This is an optimization exercise on Yosys and OpenROAD, whose aim is small area, a short achievable clock period and few clock cycles per item, not a production implementation.
Only simulation tests tie the RTL to the original design; equivalence was not proved.
No activity file was given, so power comes from the tool's default toggle rates.

==> flow/design.v <==
module Multiply (a, b, result);
  input [31:0] a, b;
  output [31:0] result;
  wire [23:0] c1, c2;
  wire [47:0] temp;
  wire [31:0] re;
  assign re[31] = 0;
  assign re[30:23] = a[30:23] + b[30:23] - 126;
  assign c1[23] = 1;
  assign c1[22:0] = a[22:0];
  assign c2[23] = 1;
  assign c2[22:0] = b[22:0];
  assign temp = c1 * c2;
  assign re[22:0] = temp[46:24];
  assign result = (a == 0 || b == 0) ? 0:re;
endmodule
module Emission_rom (pos, word, emiss_p);
  input [3:0] pos;
  input [6:0] word;
  output reg [31:0] emiss_p;
  always @(*) begin
    case ({pos, word})
      11'd0: emiss_p = 32'h3de353f8;
      11'd7: emiss_p = 32'h3de353f8;
      11'd24: emiss_p = 32'h3de353f8;
      11'd35: emiss_p = 32'h3de353f8;
      11'd46: emiss_p = 32'h3de353f8;
      11'd56: emiss_p = 32'h3de353f8;
      11'd79: emiss_p = 32'h3de353f8;
      11'd93: emiss_p = 32'h3e6353f8;
      11'd128: emiss_p = 32'h3d4ccccd;
      11'd141: emiss_p = 32'h3f0ccccd;
      11'd157: emiss_p = 32'h3e800000;
      11'd179: emiss_p = 32'h3d4ccccd;
      11'd257: emiss_p = 32'h3d1374bc;
      11'd259: emiss_p = 32'h3e126e98;
      11'd271: emiss_p = 32'h3d916873;
      11'd277: emiss_p = 32'h3d1374bc;
      11'd279: emiss_p = 32'h3d1374bc;
      11'd283: emiss_p = 32'h3d1374bc;
      11'd286: emiss_p = 32'h3d1374bc;
      11'd290: emiss_p = 32'h3d1374bc;
      11'd292: emiss_p = 32'h3d916873;
      11'd296: emiss_p = 32'h3d1374bc;
      11'd303: emiss_p = 32'h3d1374bc;
      11'd305: emiss_p = 32'h3d1374bc;
      11'd306: emiss_p = 32'h3d1374bc;
      11'd315: emiss_p = 32'h3d1374bc;
      11'd321: emiss_p = 32'h3ddb22d1;
      11'd332: emiss_p = 32'h3d1374bc;
      11'd334: emiss_p = 32'h3d1374bc;
      11'd339: emiss_p = 32'h3d1374bc;
      11'd341: emiss_p = 32'h3d1374bc;
      11'd346: emiss_p = 32'h3d1374bc;
      11'd348: emiss_p = 32'h3d1374bc;
      11'd404: emiss_p = 32'h3eef1aa0;
      11'd406: emiss_p = 32'h3d89374c;
      11'd409: emiss_p = 32'h3d89374c;
      11'd415: emiss_p = 32'h3d89374c;
      11'd423: emiss_p = 32'h3e4ccccd;
      11'd436: emiss_p = 32'h3d89374c;
      11'd464: emiss_p = 32'h3d89374c;
      11'd516: emiss_p = 32'h3eaa7efa;
      11'd520: emiss_p = 32'h3f2ac083;
      11'd641: emiss_p = 32'h3cfdf3b6;
      11'd645: emiss_p = 32'h3cfdf3b6;
      11'd650: emiss_p = 32'h3cfdf3b6;
      11'd659: emiss_p = 32'h3cfdf3b6;
      11'd661: emiss_p = 32'h3cfdf3b6;
      11'd668: emiss_p = 32'h3cfdf3b6;
      11'd670: emiss_p = 32'h3cfdf3b6;
      11'd677: emiss_p = 32'h3cfdf3b6;
      11'd682: emiss_p = 32'h3d810625;
      11'd683: emiss_p = 32'h3cfdf3b6;
      11'd684: emiss_p = 32'h3cfdf3b6;
      11'd689: emiss_p = 32'h3cfdf3b6;
      11'd694: emiss_p = 32'h3e1fbe77;
      11'd696: emiss_p = 32'h3cfdf3b6;
      11'd700: emiss_p = 32'h3cfdf3b6;
      11'd704: emiss_p = 32'h3cfdf3b6;
      11'd706: emiss_p = 32'h3cfdf3b6;
      11'd709: emiss_p = 32'h3cfdf3b6;
      11'd710: emiss_p = 32'h3cfdf3b6;
      11'd714: emiss_p = 32'h3cfdf3b6;
      11'd715: emiss_p = 32'h3cfdf3b6;
      11'd717: emiss_p = 32'h3cfdf3b6;
      11'd721: emiss_p = 32'h3cfdf3b6;
      11'd722: emiss_p = 32'h3d810625;
      11'd724: emiss_p = 32'h3cfdf3b6;
      11'd729: emiss_p = 32'h3cfdf3b6;
      11'd774: emiss_p = 32'h3d9db22d;
      11'd777: emiss_p = 32'h3d9db22d;
      11'd784: emiss_p = 32'h3d9db22d;
      11'd792: emiss_p = 32'h3d9db22d;
      11'd803: emiss_p = 32'h3d9db22d;
      11'd806: emiss_p = 32'h3d9db22d;
      11'd814: emiss_p = 32'h3d9db22d;
      11'd816: emiss_p = 32'h3d9db22d;
      11'd825: emiss_p = 32'h3d9db22d;
      11'd829: emiss_p = 32'h3d9db22d;
      11'd831: emiss_p = 32'h3d9db22d;
      11'd855: emiss_p = 32'h3d9db22d;
      11'd856: emiss_p = 32'h3d9db22d;
      11'd903: emiss_p = 32'h3df1a9fc;
      11'd928: emiss_p = 32'h3df1a9fc;
      11'd937: emiss_p = 32'h3df1a9fc;
      11'd941: emiss_p = 32'h3df1a9fc;
      11'd949: emiss_p = 32'h3df1a9fc;
      11'd954: emiss_p = 32'h3d71a9fc;
      11'd964: emiss_p = 32'h3df1a9fc;
      11'd969: emiss_p = 32'h3df1a9fc;
      11'd990: emiss_p = 32'h3df1a9fc;
      11'd1035: emiss_p = 32'h3e126e98;
      11'd1038: emiss_p = 32'h3e126e98;
      11'd1042: emiss_p = 32'h3e126e98;
      11'd1050: emiss_p = 32'h3d916873;
      11'd1057: emiss_p = 32'h3d916873;
      11'd1079: emiss_p = 32'h3d916873;
      11'd1091: emiss_p = 32'h3d916873;
      11'd1095: emiss_p = 32'h3d916873;
      11'd1103: emiss_p = 32'h3d916873;
      11'd1110: emiss_p = 32'h3d916873;
      11'd1115: emiss_p = 32'h3d916873;
      11'd1164: emiss_p = 32'h3de353f8;
      11'd1169: emiss_p = 32'h3eaa7efa;
      11'd1214: emiss_p = 32'h3eaa7efa;
      11'd1224: emiss_p = 32'h3e6353f8;
      11'd1282: emiss_p = 32'h3f800000;
      default: emiss_p = 32'h00000000;
    endcase
  end
endmodule
module Transition_rom (previous_POS, current_POS, trans_p);
  input [3:0] previous_POS;
  input [3:0] current_POS;
  output reg [31:0] trans_p;
  always @(*) begin
    case ({previous_POS, current_POS})
      8'd1: trans_p = 32'h3eaa7efa;
      8'd5: trans_p = 32'h3de353f8;
      8'd6: trans_p = 32'h3eaa7efa;
      8'd7: trans_p = 32'h3de353f8;
      8'd8: trans_p = 32'h3de353f8;
      8'd18: trans_p = 32'h3f19999a;
      8'd19: trans_p = 32'h3d4ccccd;
      8'd24: trans_p = 32'h3eb33333;
      8'd33: trans_p = 32'h3d1ba5e3;
      8'd35: trans_p = 32'h3e449ba6;
      8'd36: trans_p = 32'h3d9db22d;
      8'd37: trans_p = 32'h3e9db22d;
      8'd38: trans_p = 32'h3e1db22d;
      8'd39: trans_p = 32'h3d9db22d;
      8'd40: trans_p = 32'h3d1ba5e3;
      8'd41: trans_p = 32'h3deb851f;
      8'd42: trans_p = 32'h3d1ba5e3;
      8'd49: trans_p = 32'h3eaa7efa;
      8'd50: trans_p = 32'h3d89374c;
      8'd53: trans_p = 32'h3eaa7efa;
      8'd55: trans_p = 32'h3e88b439;
      8'd69: trans_p = 32'h3eaa7efa;
      8'd70: trans_p = 32'h3f2ac083;
      8'd81: trans_p = 32'h3e408312;
      8'd82: trans_p = 32'h3e1fbe77;
      8'd83: trans_p = 32'h3e000000;
      8'd85: trans_p = 32'h3dc08312;
      8'd86: trans_p = 32'h3e000000;
      8'd87: trans_p = 32'h3e000000;
      8'd88: trans_p = 32'h3e000000;
      8'd89: trans_p = 32'h3d810625;
      8'd97: trans_p = 32'h3e1db22d;
      8'd99: trans_p = 32'h3e6c8b44;
      8'd101: trans_p = 32'h3ec51eb8;
      8'd103: trans_p = 32'h3e1db22d;
      8'd105: trans_p = 32'h3d9db22d;
      8'd113: trans_p = 32'h3df1a9fc;
      8'd114: trans_p = 32'h3e343958;
      8'd115: trans_p = 32'h3d71a9fc;
      8'd116: trans_p = 32'h3d71a9fc;
      8'd117: trans_p = 32'h3ef126e9;
      8'd118: trans_p = 32'h3d71a9fc;
      8'd120: trans_p = 32'h3d71a9fc;
      8'd129: trans_p = 32'h3d89374c;
      8'd130: trans_p = 32'h3eef1aa0;
      8'd131: trans_p = 32'h3d89374c;
      8'd133: trans_p = 32'h3d89374c;
      8'd134: trans_p = 32'h3d89374c;
      8'd136: trans_p = 32'h3d89374c;
      8'd137: trans_p = 32'h3e4ccccd;
      8'd145: trans_p = 32'h3eaa7efa;
      8'd149: trans_p = 32'h3de353f8;
      8'd150: trans_p = 32'h3de353f8;
      8'd151: trans_p = 32'h3ee353f8;
      8'd162: trans_p = 32'h3f800000;
      default: trans_p = 32'h00000000;
    endcase
  end
endmodule
module Viterbi (clk, reset, in_valid, in_word, in_ready,
                out_valid, out_tag, out_last, error);
    parameter word_num = 16;
    parameter word_num_bit = 4;
    parameter p_size = 32;
    parameter POS_num = 11;
    parameter POS_num_bit = 4;
    input clk, reset;
    input in_valid;
    input [7:0] in_word;
    output in_ready;
    output reg out_valid;
    output reg [POS_num_bit - 1:0] out_tag;
    output reg out_last;
    output reg error;
    localparam S_ACCEPT  = 3'd0,
               S_FIRST   = 3'd1,
               S_COMPUTE = 3'd2,
               S_FINAL   = 3'd3,
               S_BACK    = 3'd4,
               S_EMIT    = 3'd5;
reg [2:0] state;
reg [6:0] word;                               
reg [4:0] count;                              
reg [POS_num_bit - 1:0] i, j;                 
reg [p_size - 1:0] delta [POS_num - 1:0];     
reg [p_size - 1:0] delta_new [POS_num - 1:0];
reg [POS_num_bit - 1:0] back [word_num - 1:1][POS_num - 1:0];    
reg [POS_num_bit - 1:0] path [word_num - 1:0];
reg [p_size - 1:0] best;
reg [POS_num_bit - 1:0] best_j;
reg [POS_num_bit - 1:0] cur;
reg [word_num_bit - 1:0] t;
wire [p_size - 1:0] emiss_p, trans_p, p_et, p_path;
assign in_ready = (state == S_ACCEPT);
Emission_rom er (.pos(i), .word(word), .emiss_p(emiss_p));
Transition_rom tr (.previous_POS((state == S_FIRST) ? 4'd0 : j), .current_POS(i), .trans_p(trans_p));
Multiply m0 (.a(emiss_p), .b(trans_p), .result(p_et));
Multiply m1 (.a(p_et), .b(delta[j]), .result(p_path));
wire take = (j == 0) || (p_path[30:0] > best[30:0]);
wire [p_size - 1:0] best_now = take ? p_path : best;
wire [POS_num_bit - 1:0] best_j_now = take ? j : best_j;
wire take_final = (i == 0) || (delta[i][30:0] > best[30:0]);
integer k;
always @(posedge clk) begin
    out_valid <= 1'b0;
    out_last <= 1'b0;
    error <= 1'b0;
    if (!reset) begin
        state <= S_ACCEPT;
        count <= 0;
        i <= 0;
        j <= 0;
        t <= 0;
        out_tag <= 0;
    end else begin
        case (state)
        S_ACCEPT: begin
            if (in_valid) begin
                i <= 0;
                j <= 0;
                if (in_word == 8'hff) begin
                    if (count == 0)
                        error <= 1'b1;
                    else
                        state <= S_FINAL;
                end else if (in_word >= 8'd95 || count == word_num) begin
                    error <= 1'b1;
                    count <= 0;
                end else begin
                    word <= in_word[6:0];
                    state <= (count == 0) ? S_FIRST : S_COMPUTE;
                end
            end
        end
        S_FIRST: begin
            delta[i] <= p_et;
            if (i == POS_num - 1) begin
                i <= 0;
                count <= count + 1;
                state <= S_ACCEPT;
            end else
                i <= i + 1;
        end
        S_COMPUTE: begin
            best <= best_now;
            best_j <= best_j_now;
            if (j == POS_num - 1) begin
                j <= 0;
                delta_new[i] <= best_now;
                back[count[3:0]][i] <= best_j_now;
                if (i == POS_num - 1) begin
                    i <= 0;
                    for (k = 0; k < POS_num - 1; k = k + 1)
                        delta[k] <= delta_new[k];
                    delta[POS_num - 1] <= best_now;
                    count <= count + 1;
                    state <= S_ACCEPT;
                end else
                    i <= i + 1;
            end else
                j <= j + 1;
        end
        S_FINAL: begin
            if (take_final) begin
                best <= delta[i];
                cur <= i;
            end
            if (i == POS_num - 1) begin
                i <= 0;
                t <= count - 1;
                state <= S_BACK;
            end else
                i <= i + 1;
        end
        S_BACK: begin
            path[t] <= cur;
            if (t == 0) begin
                state <= S_EMIT;
            end else begin
                cur <= back[t][cur];
                t <= t - 1;
            end
        end
        S_EMIT: begin
            out_valid <= 1'b1;
            out_tag <= path[t];
            if (t == count - 1) begin
                out_last <= 1'b1;
                count <= 0;
                t <= 0;
                state <= S_ACCEPT;
            end else
                t <= t + 1;
        end
        default: state <= S_ACCEPT;
        endcase
    end
end
endmodule
==> flow/run.sh <==
#!/bin/bash
# synth_recipe.tcl (not shown) runs the flow's synth.tcl, then flattens the netlist and writes it again
# the make line also repeats each setting of config.mk as NAME=value (left out here)
make -C /OpenROAD-flow-scripts/flow DESIGN_CONFIG=/design/flow/config.mk WORK_HOME=/design/flow/orfs CLKGATE_MAP_FILE= SYNTH_SCRIPT=/design/flow/synth_recipe.tcl finish
==> flow/config.mk <==
export PLATFORM = sky130hd
export DESIGN_NAME = Viterbi
export DESIGN_NICKNAME = Viterbi
export VERILOG_FILES = /design/flow/design.v
export SDC_FILE = /design/flow/constraint.sdc
export NUM_CORES = 4
export LEC_CHECK = 0
export CAP_MARGIN = 20
export CORE_MARGIN = 2
export CORE_UTILIZATION = 40
export PLACE_DENSITY = 0.6
export SLEW_MARGIN = 20
export SYNTH_MEMORY_MAX_BITS = 16384
==> flow/constraint.sdc <==
create_clock -name core_clock -period 22.0 [get_ports {clk}]
set_input_delay 4.4000 -clock core_clock [delete_from_list [all_inputs] [get_ports {clk}]]
set_output_delay 4.4000 -clock core_clock [all_outputs]
set_load 0.01 [all_outputs]
==> run summary <==
power by group through the flow:
stage | Clock [mW] | Combinational, mW | Sequential (mW)
finish | 2.99 | 1.72 | 3.49
global route | 3.14 | 1.86 | 3.49
floorplan | 0 | 1.10 | 3.54
CTS | 3.03 | 1.71 | 3.49
global placement | 0 | 1.68 | 3.56
detailed placement | 0 | 1.70 | 3.56
area by class of cell:
| class | instances | area [um^2] |
|---|---|---|
| diodes | 6 | 15.0 |
| clock buffers | 214 | 4710 |
| clock inverters | 102 | 1020 |
| fillers | 25600 | 157000 |
| inverters | 1312 | 4940 |
| multi-input cells | 5655 | 57500 |
| flip-flops and latches | 1638 | 48900 |
| well taps | 3743 | 4680 |
| repair buffers | 321 | 2630 |
registers in the layout, indices dropped and copies added, names as in the netlist, named ones only:
register,count
best_j,4
back,660
path,64
j,4
error,1
delta,512
i,4
state,3
delta_new,320
out_valid,1
out_last,1
best,32
count,5
cur,4
word,7
out_tag,4
t,4
kinds of logic (layout without fill, tap and decap cells):
logic type	after synthesis	after routing
AOI/OAI and AO/OA	997	997
other	0	6
buffers and inverters	1843	1949
DFF	1638	1638
adders and majority gates	1439	1439
muxes	594	594
and+or+nand+nor	2531	2531
xor gates and xnor gates	94	94
synth_stat cells (all sizes together), types with 73 or more instances:
library cell / n
clkbuf: 411
o21ai: 166
a21oi: 208
a21o: 264
nand3: 73
nand2: 1147
nor2: 719
inv: 1295
mux4: 535
nor3: 90
fa: 981
edfxtp: 1603
and2: 111
buf: 120
ha: 458
stage by stage:
stage | cells | hold slack [ns] | TNS (ns) | total power, mW | utilization
after floorplan | 9136 | 0.481 | -546.21 | 4.63 | -
after global placement | 12700 | 0.457 | 0 | 5.24 | 0.421
after detailed placement | 12700 | 0.457 | 0 | 5.25 | 0.421
after CTS | 13000 | 0.442 | 0 | 8.23 | 0.441
after global routing | 13000 | 0.463 | 0 | 8.49 | 0.442
final | 13000 | 0.452 | 0 | 8.20 | 0.442
final timing paths:
kind | start | endpoint | slack (ns) | cells past startpoint
setup / recovery | word[1] | back[120][3] | 0.94 | 76
hold / removal | delta_new[5][5] | delta[5][5] | 0.45 | 1
setup reg to reg | word[1] | back[120][3] | 0.94 | 76
hold reg to reg | delta_new[5][5] | delta[5][5] | 0.45 | 1
routing by layer:
layer	up-vias	routed length, um	track usage
met4	2	14000	0.0885
met2	3625	168000	0.401
li1	31600	-	-
met3	707	30000	0.0428
met5	-	10	0
met1	38900	140000	0.330
critical path, delay by kind of cell (launching register included):
| family | cells | cell delay (ns) |
|---|---|---|
| xor+xnor | 2 | 0.57 |
| simple gates | 14 | 2.78 |
| fa+ha+maj | 17 | 7.82 |
| buf+inv | 16 | 2.75 |
| compound gates | 27 | 5.92 |
| flops | 1 | 0.63 |
repair_timing:
action,CTS,global route
endpoints found under the setup margin,0,952
resized for setup,0,16
setup buffers,0,10
==> metrics.md <==
| Metric | Value |
|---|---|
| GRT Overall Usage | 0.246 |
| DRT antenna net count | 0 |
| CTS tree | done |
| Post-synth top flop | edfxtp_1 |
| GPL Wtd Cong | 0.980 |
| Slew Viols, Final | 0 |
| Max-Cap Viols | 0 |
| Final HPWL DP | 246000 um |
| Post-route cell area | 124000 um^2 |
| Vias per std cell | 5.76 |
| Switch Pwr | 2.45 mW |
| Clk latency of the worst-skew pair | roughly 0.9 ns |
| Pin count of the biggest net entering global routing | between 90 and 100 |
| Wire length per cell | 27.1 um |
| Top-level I/O count | 19 |
| Hold Buf Count CTS | 0 |
| Die Ht | roughly 540 um |
| Top cell type's share of synthesized area | 0.427 |
| Outcome | timing/DRC/antenna clean |
| Final net count | 10600 |
| Crit start category | register |
| Total CTS buffers | between 150 and 200 |
| Total grt overflow | 0 |
| Commonest cells after routing, fill and taps aside | edfxtp_1, inv_1, nand2_1, fa_1, nor2_1 |
| Number of synthesized flops with an enable pin | 1603 |
| Setup ws final | approximately 0.94 ns |
| First-pass GRT wire length | 520000 um |
| Compound-Gate Fraction of Synth Area | 0.0609 |
| RSZ-0062 raised after global routing | false |
| Worst vdd ir | 0.0712 mV |
| Area after DPL | 118000 um^2 |
| Syn_area_per_cell | 12.4 um^2 |
| Setup violations, final | 0 |
| Vias | between 70000 and 80000 |
| Adder-cell share of the synthesized area | 0.225 |
| Combinational share of power | 0.210 |
| Syn nets | approximately 11000 |
| Worst path most repeated cell | fa_1 |
| Placeable Area | 282000 um^2 |
| Synth cell types | 112 |
| Clk network pwr share | 0.364 |
| Crit end category | register |
| Clk buf depth | 4 |
| Mapped Cells | between 9000 and 10000 |
| Post-placement setup slack | 0.647 ns |
| P&R area growth vs syn | 10.2% |
| Largest area contributor in the netlist | edfxtp_1 |
| CP Max Fanout | 94 |
| Worst Path Arrival | between 20 and 25 ns |
| Main combinational cell family by area after synthesis | adder cells |
| Achievable clock frequency | 0.0475 GHz |
| Iter 0 DRT Violations | slightly above 8000 |
| Leakage power | a little under 50 nW |
| Most common cell after layout, fill and taps aside | edfxtp_1 |
| CP max stage delay | 0.70 ns |
| Register bit total from synthesis | 1638 |
| Hold Fails Final Rpt | 0 |
| Layout cells sized above 1 | 0.138 |
| Critical path class | register to register |
| Clock-pin transition on the worst setup and hold timing paths | 0.06 ns |
| Worst path slowest cell | or4b_1 |
| Simple-Gate Fraction of Synth Area | 0.0998 |
| Drt first pass iters | 8 |
| Clock sink total | roughly 1600 |
| Routed WL | 352000 um |
| Die area | 286000 um^2 |
| XOR/XNOR Fraction of Synth Area | 0.00729 |
| Final period util | 0.957 |
| Worst Skew | around 0.10 ns |
| Rel. slew slack | 0.234 |
| Sequential share of the synthesized area | 0.433 |
| Async set-reset flop share out of synthesis | 0 |
| Vias in the first global route | 78000 |
| CTS H-Tree Depth | 4 |
| Seq pwr share | 0.426 |
| I/O Buffers | 18 |
| Crit path required time | 22.52 ns |
| Mapped Area | 113000 um^2 |
| HP Class | register to register |
| Initial antenna violation count | 7 |
| Power per cell area | 65.9 nW/um^2 |
| Slew @ Worst Pin | 1.15 ns |
| Multiplexer area fraction after synthesis | 0.112 |
| Ys Warns | 3 |
| Initial core utilization | 0.401 |
| Rows | 195 |
| Synth top area cells | edfxtp_1, fa_1, mux4_2 |
| Period minus WS final | about 21 ns |
| Switching share of power | 0.299 |
| Int Pwr | ~5.7 mW |
| Die width | approximately 540 um |
| Root Buffer | clkbuf_16 |
| Drc violations | 0 |
Testbench counts, summed over its fixed seeds: cycles 448,208, words 3,918.

separate check: timing with driven ports:
How much do the figures lean on ideal ports? The routed layout below was timed once more, with nothing changed but the port constraints. Step 1, drivers: a clkbuf_16 drives clk and a buf_2 each remaining input, both assumed. Step 2 times the ports against the registers' clock, not the clock port: input delays grow and output delays shrink by t, the midpoint of the rising clock arrivals with the driver on. a / b / c = no drivers / after step 1 / after step 2; a / b = the first two.
shift t [ns]: 0.952
setup WS [ns]: 0.942 / 0.942 / 0.942
worst slew at a driven data input, ns: 0.20
pins driven straight from the clock port: 1
After both steps this run still meets setup and hold. For this run, drivers alone change the setup slack by 0.000 ns; drivers and shift together by 0.000 ns.
